This is an optimization exercise on Yosys and OpenROAD, whose aim is small area and a short achievable clock period, not a production implementation. Only simulation tests tie the RTL to the original design; equivalence was not proved.

Setup of run B:
==> flow/design.v <==
module flow_meter_counter #(
    parameter CLOCK_FREQ = 1000,
    parameter PULSES_PER_LITER = 450,
    parameter DEBOUNCE_CYCLES = 50,
    parameter RATE_SAMPLE_PERIOD_MS = 1000,
    parameter VOLUME_WIDTH = 32,
    parameter RATE_WIDTH = 16
)(
    input wire clk,
    input wire rst_n,
    input wire flow_pulse,
    input wire sensor_enable,
    input wire clear_volume,
    input wire clear_statistics,
    input wire start_measurement,
    input wire stop_measurement,
    input wire [15:0] calibration_factor,
    input wire use_custom_calibration,
    input wire [RATE_WIDTH-1:0] max_flow_rate,
    input wire [RATE_WIDTH-1:0] min_flow_rate,
    input wire enable_flow_monitoring,
    output reg [VOLUME_WIDTH-1:0] total_volume_ml,
    output reg [RATE_WIDTH-1:0] flow_rate_ml_per_sec,
    output wire [RATE_WIDTH-1:0] flow_rate_l_per_min,
    output reg [31:0] pulse_count,
    output reg measurement_active,
    output reg [RATE_WIDTH-1:0] min_flow_rate_measured,
    output reg [RATE_WIDTH-1:0] max_flow_rate_measured,
    output reg [RATE_WIDTH-1:0] avg_flow_rate,
    output reg flow_detected,
    output reg no_flow_timeout,
    output reg over_flow_detected,
    output reg under_flow_detected,
    output reg sensor_error,
    output wire [7:0] error_code
);
    integer i;
    wire en = sensor_enable & measurement_active;
    reg [5:0] db_cnt;
    reg pulse_prev;
    wire pulse_filtered = (db_cnt == 6'd50);
    wire edge_p = pulse_filtered & ~pulse_prev;
    wire pe = en & edge_p;
    always @(posedge clk or negedge rst_n) begin
        if (!rst_n) db_cnt <= 6'd0;
        else if (en & flow_pulse) db_cnt <= pulse_filtered ? db_cnt : db_cnt + 6'd1;
        else db_cnt <= 6'd0;
    end
    always @(posedge clk or negedge rst_n) begin
        if (!rst_n) pulse_prev <= 1'b0;
        else pulse_prev <= pulse_filtered;
    end
    reg [15:0] ppl;
    wire [15:0] ppl_n = (use_custom_calibration && (calibration_factor != 16'd0)) ?
                        calibration_factor : 16'd450;
    always @(posedge clk or negedge rst_n) begin
        if (!rst_n) ppl <= 16'd450;
        else ppl <= ppl_n;
    end
    always @(posedge clk or negedge rst_n) begin
        if (!rst_n) measurement_active <= 1'b0;
        else if (start_measurement) measurement_active <= 1'b1;
        else if (stop_measurement) measurement_active <= 1'b0;
    end
    always @(posedge clk or negedge rst_n) begin
        if (!rst_n) begin
            pulse_count <= 32'd0;
            flow_detected <= 1'b0;
        end else if (clear_volume) begin
            pulse_count <= 32'd0;
        end else if (en) begin
            if (edge_p) begin
                pulse_count <= pulse_count + 32'd1;
                flow_detected <= 1'b1;
            end
        end else begin
            flow_detected <= 1'b0;
        end
    end
    reg [9:0] rate_timer;
    wire win_end = rate_timer[9] & rate_timer[8] & rate_timer[7] & rate_timer[6] &
                   rate_timer[5] & rate_timer[3];    
    wire close = en & win_end;
    reg [28:0] win_e;
    reg win_nz;
    wire win_clr = (!clear_statistics && close) || clear_volume;
    wire [28:0] win_e_n = win_clr ? 29'd0 : pe ? win_e + 29'd125 : win_e;
    always @(posedge clk or negedge rst_n) begin
        if (!rst_n) begin
            win_e <= 29'd0;
            win_nz <= 1'b0;
        end else begin
            win_e <= win_e_n;
            if (win_clr) win_nz <= 1'b0;
            else if (pe) win_nz <= 1'b1;
        end
    end
    function [16:0] dstep;
        input [15:0] r;
        input nb;
        input [15:0] d;
        reg [16:0] t, dd, g, p, G, P, Gn, Pn;
        integer l, b, k;
        begin
            t = {r, nb};
            dd = {1'b0, d};
            g = ~t & dd;
            p = ~(t ^ dd);
            G = g;
            P = p;
            for (l = 0; l < 5; l = l + 1) begin
                Gn = G;
                Pn = P;
                for (b = 0; b < 17; b = b + 1) begin
                    if (b & (1 << l)) begin
                        k = ((b >> l) << l) - 1;
                        Gn[b] = G[b] | (P[b] & G[k]);
                        Pn[b] = P[b] & P[k];
                    end
                end
                G = Gn;
                P = Pn;
            end
            dstep[16] = ~G[16];
            dstep[15:0] = G[16] ? t[15:0] : (~p[15:0] ^ {G[14:0], 1'b0});
        end
    endfunction
    wire [31:0] rn = {win_e, 3'b000};
    reg [15:0] rr;
    reg [16:0] rs;
    reg [15:0] rq;
    always @* begin
        rr = 16'd0;
        rq = 16'd0;
        for (i = 31; i >= 0; i = i - 1) begin
            rs = dstep(rr, rn[i], ppl);
            rr = (i >= 16) ? (rs[15:0] & ~(16'hFFFF << (32 - i))) : rs[15:0];
            if (i < 16) rq[i] = rs[16];
        end
    end
    reg [16:0] acc;
    reg [15:0] vr;
    reg [16:0] vq;
    reg [16:0] vs;
    always @* begin
        vr = 16'd0;
        vq = 17'd0;
        for (i = 16; i >= 0; i = i - 1) begin
            vs = dstep(vr, acc[i], ppl);
            vr = (i >= 1) ? (vs[15:0] & ~(16'hFFFF << (17 - i))) : vs[15:0];
            vq[i] = vs[16];
        end
    end
    always @(posedge clk or negedge rst_n) begin
        if (!rst_n) begin
            total_volume_ml <= 32'd0;
            acc <= 17'd0;
        end else if (clear_volume) begin
            total_volume_ml <= 32'd0;
            acc <= 17'd0;
        end else if (pe) begin
            total_volume_ml <= total_volume_ml + {15'd0, vq};
            acc <= (|vq) ? {1'b0, vr} : acc + 17'd1000;
        end
    end
    reg [11:0] lpm;
    wire [11:0] lpm_val;
    assign flow_rate_l_per_min = {4'd0, lpm};
    always @(posedge clk or negedge rst_n) begin
        if (!rst_n) begin
            rate_timer <= 10'd0;
            flow_rate_ml_per_sec <= 16'd0;
            lpm <= 12'd0;
        end else if (clear_statistics) begin
            rate_timer <= 10'd0;
            flow_rate_ml_per_sec <= 16'd0;
            lpm <= 12'd0;
        end else if (en) begin
            if (win_end) begin
                flow_rate_ml_per_sec <= win_nz ? rq : 16'd0;
                lpm <= win_nz ? lpm_val : 12'd0;
                rate_timer <= 10'd0;
            end else begin
                rate_timer <= rate_timer + 10'd1;
            end
        end
    end
    reg [31:0] sample_cnt;
    reg [47:0] rate_sum;
    reg [31:0] arem;
    reg [15:0] aq;
    reg [5:0] astep;
    reg [10:0] lu;
    reg [5:0] lr;
    wire fr_nz = |flow_rate_ml_per_sec;
    wire [32:0] at = {arem, rate_sum[47]};
    wire [33:0] ad = {1'b0, at} - {2'b00, sample_cnt};
    wire abit = ~ad[33];
    wire lrun = (astep <= 6'd16) && (astep != 6'd0);
    wire [5:0] lidx6 = astep - 6'd1;
    wire [3:0] lidx = lidx6[3:0];
    wire [6:0] lt = {lr, flow_rate_ml_per_sec[lidx]};
    wire lbit = (lt >= 7'd50);
    wire [1:0] lc = (lr >= 6'd34) ? 2'd2 : (lr >= 6'd17) ? 2'd1 : 2'd0;
    assign lpm_val = {1'b0, lu} + {lu, 1'b0} + {10'd0, lc};
    always @(posedge clk or negedge rst_n) begin
        if (!rst_n) begin
            astep <= 6'd48;
        end else if (clear_statistics || close) begin
            astep <= 6'd48;
        end else if (astep != 6'd0) begin
            astep <= astep - 6'd1;
        end
    end
    always @(posedge clk) begin
        if (clear_statistics || close) begin
            arem <= 32'd0;
        end else if (astep != 6'd0) begin
            arem <= abit ? ad[31:0] : at[31:0];
            aq <= {aq[14:0], abit};
        end
        if (astep == 6'd48) begin
            lr <= 6'd0;
        end else if (lrun) begin
            lr <= lbit ? lt[5:0] - 6'd50 : lt[5:0];
            lu <= {lu[9:0], lbit};
        end
    end
    always @(posedge clk or negedge rst_n) begin
        if (!rst_n) begin
            min_flow_rate_measured <= 16'hFFFF;
            max_flow_rate_measured <= 16'd0;
            avg_flow_rate <= 16'd0;
            sample_cnt <= 32'd0;
            rate_sum <= 48'd0;
        end else if (clear_statistics) begin
            min_flow_rate_measured <= 16'hFFFF;
            max_flow_rate_measured <= 16'd0;
            avg_flow_rate <= 16'd0;
            sample_cnt <= 32'd0;
            rate_sum <= 48'd0;
        end else if (close) begin
            if (flow_rate_ml_per_sec < min_flow_rate_measured && fr_nz)
                min_flow_rate_measured <= flow_rate_ml_per_sec;
            if (flow_rate_ml_per_sec > max_flow_rate_measured)
                max_flow_rate_measured <= flow_rate_ml_per_sec;
            if (fr_nz) begin
                sample_cnt <= sample_cnt + 32'd1;
                rate_sum <= rate_sum + {32'd0, flow_rate_ml_per_sec};
                if (sample_cnt != 32'd0) avg_flow_rate <= aq;
            end
        end else if (astep != 6'd0) begin
            rate_sum <= {rate_sum[46:0], rate_sum[47]};
        end
    end
    reg [12:0] nf_timer;
    reg [1:0] ec;
    assign error_code = {6'd0, ec};
    wire nf_end = nf_timer[12] & nf_timer[9] & nf_timer[8] & nf_timer[7] & nf_timer[3];
    wire over_c = flow_rate_ml_per_sec > max_flow_rate;
    wire under_c = fr_nz && (flow_rate_ml_per_sec < min_flow_rate);
    always @(posedge clk or negedge rst_n) begin
        if (!rst_n) begin
            nf_timer <= 13'd0;
            no_flow_timeout <= 1'b0;
            over_flow_detected <= 1'b0;
            under_flow_detected <= 1'b0;
            sensor_error <= 1'b0;
            ec <= 2'd0;
        end else if (clear_statistics) begin
            nf_timer <= 13'd0;
            no_flow_timeout <= 1'b0;
            over_flow_detected <= 1'b0;
            under_flow_detected <= 1'b0;
            sensor_error <= 1'b0;
            ec <= 2'd0;
        end else if (en && enable_flow_monitoring) begin
            if (edge_p) begin
                nf_timer <= 13'd0;
                no_flow_timeout <= 1'b0;
            end else if (nf_end) begin
                no_flow_timeout <= 1'b1;
            end else begin
                nf_timer <= nf_timer + 13'd1;
            end
            over_flow_detected <= over_c;
            under_flow_detected <= under_c;
            if (under_c) ec <= 2'd3;
            else if (over_c) ec <= 2'd2;
            else if (!edge_p && nf_end) ec <= 2'd1;
            sensor_error <= no_flow_timeout | over_flow_detected | under_flow_detected;
        end
    end
endmodule
==> flow/config.mk <==
export PLATFORM = sky130hd
export DESIGN_NAME = flow_meter_counter
export DESIGN_NICKNAME = flow_meter_counter
export VERILOG_FILES = /design/flow/design.v
export SDC_FILE = /design/flow/constraint.sdc
export NUM_CORES = 4
export LEC_CHECK = 0
export ABC_AREA = 1
export CAP_MARGIN = 20
export CORE_MARGIN = 2
export CORE_UTILIZATION = 40
export CTS_BUF_LIST = sky130_fd_sc_hd__clkbuf_4 sky130_fd_sc_hd__clkbuf_8
export GPL_TIMING_DRIVEN = 0
export SLEW_MARGIN = 20
==> flow/constraint.sdc <==
create_clock -name core_clock -period 330.0 [get_ports {clk}]
set_input_delay 66.0000 -clock core_clock [delete_from_list [all_inputs] [get_ports {clk}]]
set_output_delay 66.0000 -clock core_clock [all_outputs]
set_load 0.01 [all_outputs]
run.sh (not shown) runs the stock make flow with config.mk's settings and CLKGATE_MAP_FILE= SYNTH_SCRIPT=/design/flow/synth_recipe.tcl, a recipe that flattens the netlist after the stock synthesis.
Run B completed every stage of the flow, and the final layout passed the timing, DRC and antenna checks.
What run F does differently from run B at the input level:
Settings: CTS_BUF_LIST: sky130_fd_sc_hd__clkbuf_4 sky130_fd_sc_hd__clkbuf_8 -> unset; GPL_TIMING_DRIVEN: 0 -> unset.
--- outcome ---
Run F: no failed stages, no open violations at the end
Summary of run F over run B: peak clock frequency supported by timing climbed 3.1%, overall die height shows no meaningful change.
Summary of run F over run B: share of final layout cell area taken by non-clock buffers lower; count of H-tree levels built during CTS lower; number of signal-net buffers in the layout lower; number of antenna violations at the first check in global routing lower.
[diff] worst setup slack after placement, run F relative to run B: improvement
Run comparison: run B class of the most critical setup path flip-flop to flip-flop; run F class of the most critical setup path primary input to flip-flop
Between run B and run F, setup slack after layout increased.


flow_meter_counter, a different RTL version from the one above (not shown whole).
Size: ~390 flip-flops, ~47000 µm² of cells after synthesis.
Settings: LEC_CHECK=0, ABC_AREA=1, CAP_MARGIN=20, CORE_MARGIN=2, CORE_UTILIZATION=65, PLACE_DENSITY=0.72, SLEW_MARGIN=20; clock period 330.0 ns.
Change:
- CORE_UTILIZATION: 65 -> 40
- PLACE_DENSITY: 0.72 -> not set
The new run finished clean. Final cell count goes up by about 8%. Via count goes down by 1.9%. Cell area goes up by 1.9%. Hold slack hardly moves. Clock-buffer cell count goes up by 3. Routed wire length goes up by 4.9%. Global-route usage goes down by 12 points.

-- re-timing with driven ports --
The results above use ideal ports. As a check the final layouts listed here were re-extracted and re-timed, cells and wires unchanged.
Step 1 assumes that a clkbuf_16 drives the clock port and a buf_2 every other input.
Step 2 moves the port delays by t, midway between the first and last clock arrival at a register: inputs arrive t later, outputs are due t later. That takes back most of the time a late clock gives input paths.
a / b / c = ideal ports / drivers / drivers and shift; a / b = the first two.
run | shift t [ns] | setup WS [ns] | latest minus earliest clock arrival (ns) | worst slew at a driven data input, ns | pins driven straight from the clock port
run B | 0.815 | 257.459 / 257.459 / 257.459 | 0.071 / 0.071 | 0.10 | 1
run F | 0.701 | 259.665 / 259.710 / 259.009 | 0.046 / 0.046 | 0.06 | 1
the first run of note 2 | 0.648 | 259.351 / 259.398 / 258.750 | 0.021 / 0.022 | 0.07 | 1
the second run of note 2 | 0.662 | 259.394 / 259.436 / 258.774 | 0.026 / 0.026 | 0.09 | 1
After both steps setup and hold are still met in every run listed. The setup slack of run F, which loses most, moves by +0.045 ns with the drivers and by -0.656 ns with both steps.
